Background: an optimization exercise with open tools, aiming at small area, a short achievable clock period and few clock cycles. Do not read the settings as production practice. The RTL was checked by simulation tests, not by an equivalence proof against the original design. No activity file was given, so power comes from the tool's default toggle rates.

==> v8: inputs <==
// TPU
module TPU (
	clk,
	rst_n,
	in_valid,
	K,
	M,
	N,
	busy,
	A_index,
	A_data_out,
	B_index,
	B_data_out,
	C_wr_en,
	C_index,
	C_data_in
);
==> module TPU_fsm, before the edit <==
module TPU_fsm (
	input             clk,
	input             rst_n,
	input             in_valid,
	input      [7:0]  K,
	input      [7:0]  M,
	input      [7:0]  N,
	output reg        busy,
	output reg [7:0]  A_idx,
	output reg [7:0]  B_idx,
	output reg        fetch_v,      
	output     [3:0]  first_row,    
	output     [3:0]  wr_row,       
	output reg [7:0]  C_idx
);
	reg        act;
	reg [4:0]  k, Km1, Kpm1;
	reg [2:0]  mb, nb, MBm1, NBm1;
	reg [5:0]  Kr, Mr;
	reg [7:0]  abase, bbase;
	reg [3:0]  first_c;    
	reg [5:0]  last_c;
	reg [6:0]  fin_c;
	wire start    = in_valid & ~busy;
	wire tile_end = (k == Kpm1);
	wire mb_end   = (mb == MBm1);
	wire nb_end   = (nb == NBm1);
	reg [4:0]  k_n;
	reg [2:0]  mb_n, nb_n;
	reg [7:0]  a_n, b_n, abase_n, bbase_n;
	always @(*) begin
		k_n = k + 5'd1;
		mb_n = mb;
		nb_n = nb;
		a_n = A_idx + 8'd1;
		b_n = B_idx + 8'd1;
		abase_n = abase;
		bbase_n = bbase;
		if (tile_end) begin
			k_n = 5'd0;
			if (!mb_end) begin
				mb_n = mb + 3'd1;
				abase_n = abase + {2'b0, Kr};
				a_n = abase_n;
				b_n = bbase;
			end else begin
				mb_n = 3'd0;
				nb_n = nb + 3'd1;
				abase_n = 8'd0;
				a_n = 8'd0;
				bbase_n = bbase + {2'b0, Kr};
				b_n = bbase_n;
			end
		end
	end
	wire last_n = (k_n == Km1);
	wire fin_n  = last_n & (mb_n == MBm1) & (nb_n == NBm1);
	wire [4:0] Kin_m1 = K[4:0] - 5'd1;
	wire final_fetch = tile_end & mb_end & nb_end;
	always @(posedge clk) begin
		if (!rst_n) begin
			act <= 1'b0;
			busy <= 1'b0;
			fetch_v <= 1'b0;
			first_c[0] <= 1'b0;
			last_c[0] <= 1'b0;
			fin_c[0] <= 1'b0;
		end else begin
			if (start)
				busy <= 1'b1;
			else if (fin_c[6])
				busy <= 1'b0;
			if (start) begin
				act <= 1'b1;
				fetch_v <= 1'b1;
				first_c[0] <= 1'b1;
				last_c[0] <= (K == 8'd1);
				fin_c[0] <= (K == 8'd1) & (M <= 8'd4) & (N <= 8'd4);
			end else if (act & ~final_fetch) begin
				fetch_v <= (k_n <= Km1);
				first_c[0] <= (k_n == 5'd0);
				last_c[0] <= last_n;
				fin_c[0] <= fin_n;
			end else begin
				act <= 1'b0;
				fetch_v <= 1'b0;
				first_c[0] <= 1'b0;
				last_c[0] <= 1'b0;
				fin_c[0] <= 1'b0;
			end
		end
	end
	always @(posedge clk) begin
		if (!busy) begin
			k <= 5'd0;
			mb <= 3'd0;
			nb <= 3'd0;
			abase <= 8'd0;
			bbase <= 8'd0;
			A_idx <= 8'd0;
			B_idx <= 8'd0;
			Km1 <= Kin_m1;
			Kpm1 <= (K < 8'd4) ? 5'd3 : Kin_m1;
			MBm1 <= (M - 8'd1) >> 2;
			NBm1 <= (N - 8'd1) >> 2;
			Kr <= K[5:0];
			Mr <= M[5:0];
		end else if (act & ~final_fetch) begin
			k <= k_n;
			mb <= mb_n;
			nb <= nb_n;
			abase <= abase_n;
			bbase <= bbase_n;
			A_idx <= a_n;
			B_idx <= b_n;
		end
	end
	always @(posedge clk) begin
		if (!rst_n) begin
			last_c[5:1] <= 5'd0;
			fin_c[6:1] <= 6'd0;
		end else begin
			last_c[5:1] <= last_c[4:0];
			fin_c[6:1] <= fin_c[5:0];
		end
		first_c[3:1] <= first_c[2:0];
	end
	assign first_row = first_c[3:0];
	assign wr_row    = last_c[5:2];
	reg [7:0] cbn, cbnb;
	reg [2:0] wmb;
	always @(posedge clk) begin
		if (!busy) begin
			cbn <= 8'd0;
			cbnb <= 8'd0;
			wmb <= 3'd0;
		end else if (last_c[2]) begin
			if (wmb == MBm1) begin
				wmb <= 3'd0;
				cbnb <= cbnb + {2'b0, Mr};
				cbn <= cbnb + {2'b0, Mr};
			end else begin
				wmb <= wmb + 3'd1;
				cbn <= cbn + 8'd4;
			end
		end
		C_idx <= last_c[2] ? cbn : C_idx + 8'd1;
	end
endmodule
==> flow/config.mk <==
export PLATFORM = sky130hd
export DESIGN_NAME = TPU
export DESIGN_NICKNAME = TPU
export VERILOG_FILES = /design/flow/design.v
export SDC_FILE = /design/flow/constraint.sdc
export NUM_CORES = 4
export LEC_CHECK = 0
export CAP_MARGIN = 20
export CORE_MARGIN = 2
export CORE_UTILIZATION = 40
export CTS_CLUSTER_DIAMETER = 100
export CTS_CLUSTER_SIZE = 20
export SLEW_MARGIN = 20
export SYNTH_HIERARCHICAL = 1
export SYNTH_MINIMUM_KEEP_SIZE = 0
==> flow/constraint.sdc <==
create_clock -name core_clock -period 10.0 [get_ports {clk}]
set_input_delay 2.0000 -clock core_clock [delete_from_list [all_inputs] [get_ports {clk}]]
set_output_delay 2.0000 -clock core_clock [all_outputs]
set_load 0.01 [all_outputs]
standard.sh (not shown) runs the stock make flow with config.mk's settings and CLKGATE_MAP_FILE= SYNTH_SCRIPT=/design/flow/synth_recipe.tcl, a recipe that flattens the netlist after the stock synthesis.
==> flow/flow/run.sh <==
#!/bin/bash
set -euo pipefail
MARGIN=$(cat flow/margin.txt)
bash standard.sh SETUP_SLACK_MARGIN=$MARGIN finish > standard.log 2>&1
==> flow/flow/margin.txt <==
6.5
==> v32 (differences from v8) <==
--- a/flow/design.v
+++ b/flow/design.v
@@ -343,4 +343,5 @@
 	reg [2:0]  mb, nb, MBm1, NBm1;
-	reg [5:0]  Kr, Mr;
-	reg [7:0]  abase, bbase;
+	reg [1:0]  Kpad;       
+	reg [1:0]  Mpad;       
+	reg [7:0]  bbase;
 	reg [3:0]  first_c;    
@@ -354,3 +355,7 @@
 	reg [2:0]  mb_n, nb_n;
-	reg [7:0]  a_n, b_n, abase_n, bbase_n;
+	wire [7:0] inc   = tile_end ? 8'd1 - {6'd0, Kpad} : 8'd1;
+	wire [7:0] a_sum = A_idx + inc;
+	wire [7:0] b_sum = B_idx + inc;
+	wire [7:0] a_n   = (tile_end & mb_end) ? 8'd0 : a_sum;
+	wire [7:0] b_n   = (tile_end & ~mb_end) ? bbase : b_sum;
 	always @(*) begin
@@ -359,6 +364,2 @@
 		nb_n = nb;
-		a_n = A_idx + 8'd1;
-		b_n = B_idx + 8'd1;
-		abase_n = abase;
-		bbase_n = bbase;
 		if (tile_end) begin
@@ -367,5 +368,2 @@
 				mb_n = mb + 3'd1;
-				abase_n = abase + {2'b0, Kr};
-				a_n = abase_n;
-				b_n = bbase;
 			end else begin
@@ -373,6 +371,2 @@
 				nb_n = nb + 3'd1;
-				abase_n = 8'd0;
-				a_n = 8'd0;
-				bbase_n = bbase + {2'b0, Kr};
-				b_n = bbase_n;
 			end
@@ -422,3 +416,2 @@
 			nb <= 3'd0;
-			abase <= 8'd0;
 			bbase <= 8'd0;
@@ -430,4 +423,4 @@
 			NBm1 <= (N - 8'd1) >> 2;
-			Kr <= K[5:0];
-			Mr <= M[5:0];
+			Kpad <= (K < 8'd4) ? 2'd0 - K[1:0] : 2'd0;
+			Mpad <= 2'd0 - M[1:0];
 		end else if (act & ~final_fetch) begin
@@ -436,4 +429,4 @@
 			nb <= nb_n;
-			abase <= abase_n;
-			bbase <= bbase_n;
+			if (tile_end & mb_end)
+				bbase <= b_sum;
 			A_idx <= a_n;
@@ -454,3 +447,3 @@
 	assign wr_row    = last_c[5:2];
-	reg [7:0] cbn, cbnb;
+	reg [7:0] cbn;
 	reg [2:0] wmb;
@@ -459,3 +452,2 @@
 			cbn <= 8'd0;
-			cbnb <= 8'd0;
 			wmb <= 3'd0;
@@ -464,4 +456,3 @@
 				wmb <= 3'd0;
-				cbnb <= cbnb + {2'b0, Mr};
-				cbn <= cbnb + {2'b0, Mr};
+				cbn <= cbn + 8'd4 - {6'd0, Mpad};
 			end else begin
==> flow/flow/run.sh (replaced) <==
#!/bin/bash
set -euo pipefail
MARGIN=$(cat flow/margin.txt)
bash standard.sh SETUP_SLACK_MARGIN=$MARGIN \
  "BUFFER_PORTS_ARGS=-inputs -outputs -buffer_cell sky130_fd_sc_hd__buf_2" \
  finish > standard.log 2>&1
==> flow/flow/margin.txt (replaced) <==
6.9
--- a/flow/config.mk
+++ b/flow/config.mk
@@ -9,3 +9,3 @@
 export CORE_MARGIN = 2
-export CORE_UTILIZATION = 40
+export CORE_UTILIZATION = 50
 export CTS_CLUSTER_DIAMETER = 100
==> v38 (differences from v8) <==
==> flow/flow/run.sh (replaced) <==
#!/bin/bash
set -euo pipefail
MARGIN=$(cat flow/margin.txt)
bash standard.sh SETUP_SLACK_MARGIN=$MARGIN \
  "BUFFER_PORTS_ARGS=-inputs -outputs -buffer_cell sky130_fd_sc_hd__buf_2" \
  finish > standard.log 2>&1
==> flow/flow/margin.txt (replaced) <==
6.8
--- a/flow/config.mk
+++ b/flow/config.mk
@@ -9,3 +9,3 @@
 export CORE_MARGIN = 2
-export CORE_UTILIZATION = 40
+export CORE_UTILIZATION = 50
 export CTS_CLUSTER_DIAMETER = 100
==> summary.txt <==
Register-to-register slack is about the same in v38 and v32.
Between v8 and v32, the lower cell count is in v32 (gap about 5%, measured against v32).
Worst hold slack, highest first: v32, v8, v38.
The highest sequential share of layout area belongs to v38, the lowest to v32.
Clock power, highest first: v8, v38, v32.
==> figures <==
Outcome: v32 complete, no violations; v38 complete, no violations; v8 complete, no violations
Initial drt markers: v32 3626; v38 3227; v8 3082
Number of non-clock buffers in the layout: v32 430; v38 355; v8 278
Total number of vias: v32 43973; v38 43811; v8 43221
Antenna violations before repair: v32 10; v38 12; v8 7
Post-layout total power: v32 13000 uW; v38 13200 uW; v8 13100 uW
WL met2: v32 85.3 mm; v38 84.3 mm; v8 81.8 mm
Number of setup buffers added after CTS: v32 84; v38 39; v8 11
Final routed wire length divided by cell count: v32 24.2 um; v38 23.4 um; v8 21.5 um
Required time at the worst-slack endpoint: v32 8.00 ns; v38 10.58 ns; v8 8.00 ns
Slack of the worst reg-to-reg path: v32 6.79 ns; v38 6.79 ns; v8 6.61 ns
Arrival time at the worst endpoint: v32 1.27 ns; v38 3.79 ns; v8 1.45 ns
Testbench counts of v8, summed over its fixed seeds: cycles 19,071.
Testbench counts of v32, summed over its fixed seeds: cycles 19,071.
Testbench counts of v38, summed over its fixed seeds: cycles 19,071.

[re-timing with driven ports]
Ports are ideal in the flow. The routed layouts listed here were re-timed in OpenROAD.
Step 1, drivers: a clkbuf_16 drives clk and a buf_2 each remaining input, both assumed.
Step 2, shift: input delay + t, output delay - t, t = (earliest + latest rising clock arrival at the registers) / 2. This alone moves slack from input paths to output paths.
a / b / c = ideal / step 1 / step 2; a / b = the first two.
run	shift t [ns]	setup WS [ns]	pins driven straight from the clock port
v8	0.779	6.547 / 6.465 / 6.090	1
v32	0.800	6.730 / 6.645 / 6.312	1
v38	0.754	6.795 / 6.721 / 6.710	1
After both steps setup and hold are still met in every run listed. The setup slack of v8, which loses most, moves by -0.082 ns with the drivers and by -0.457 ns with both steps.
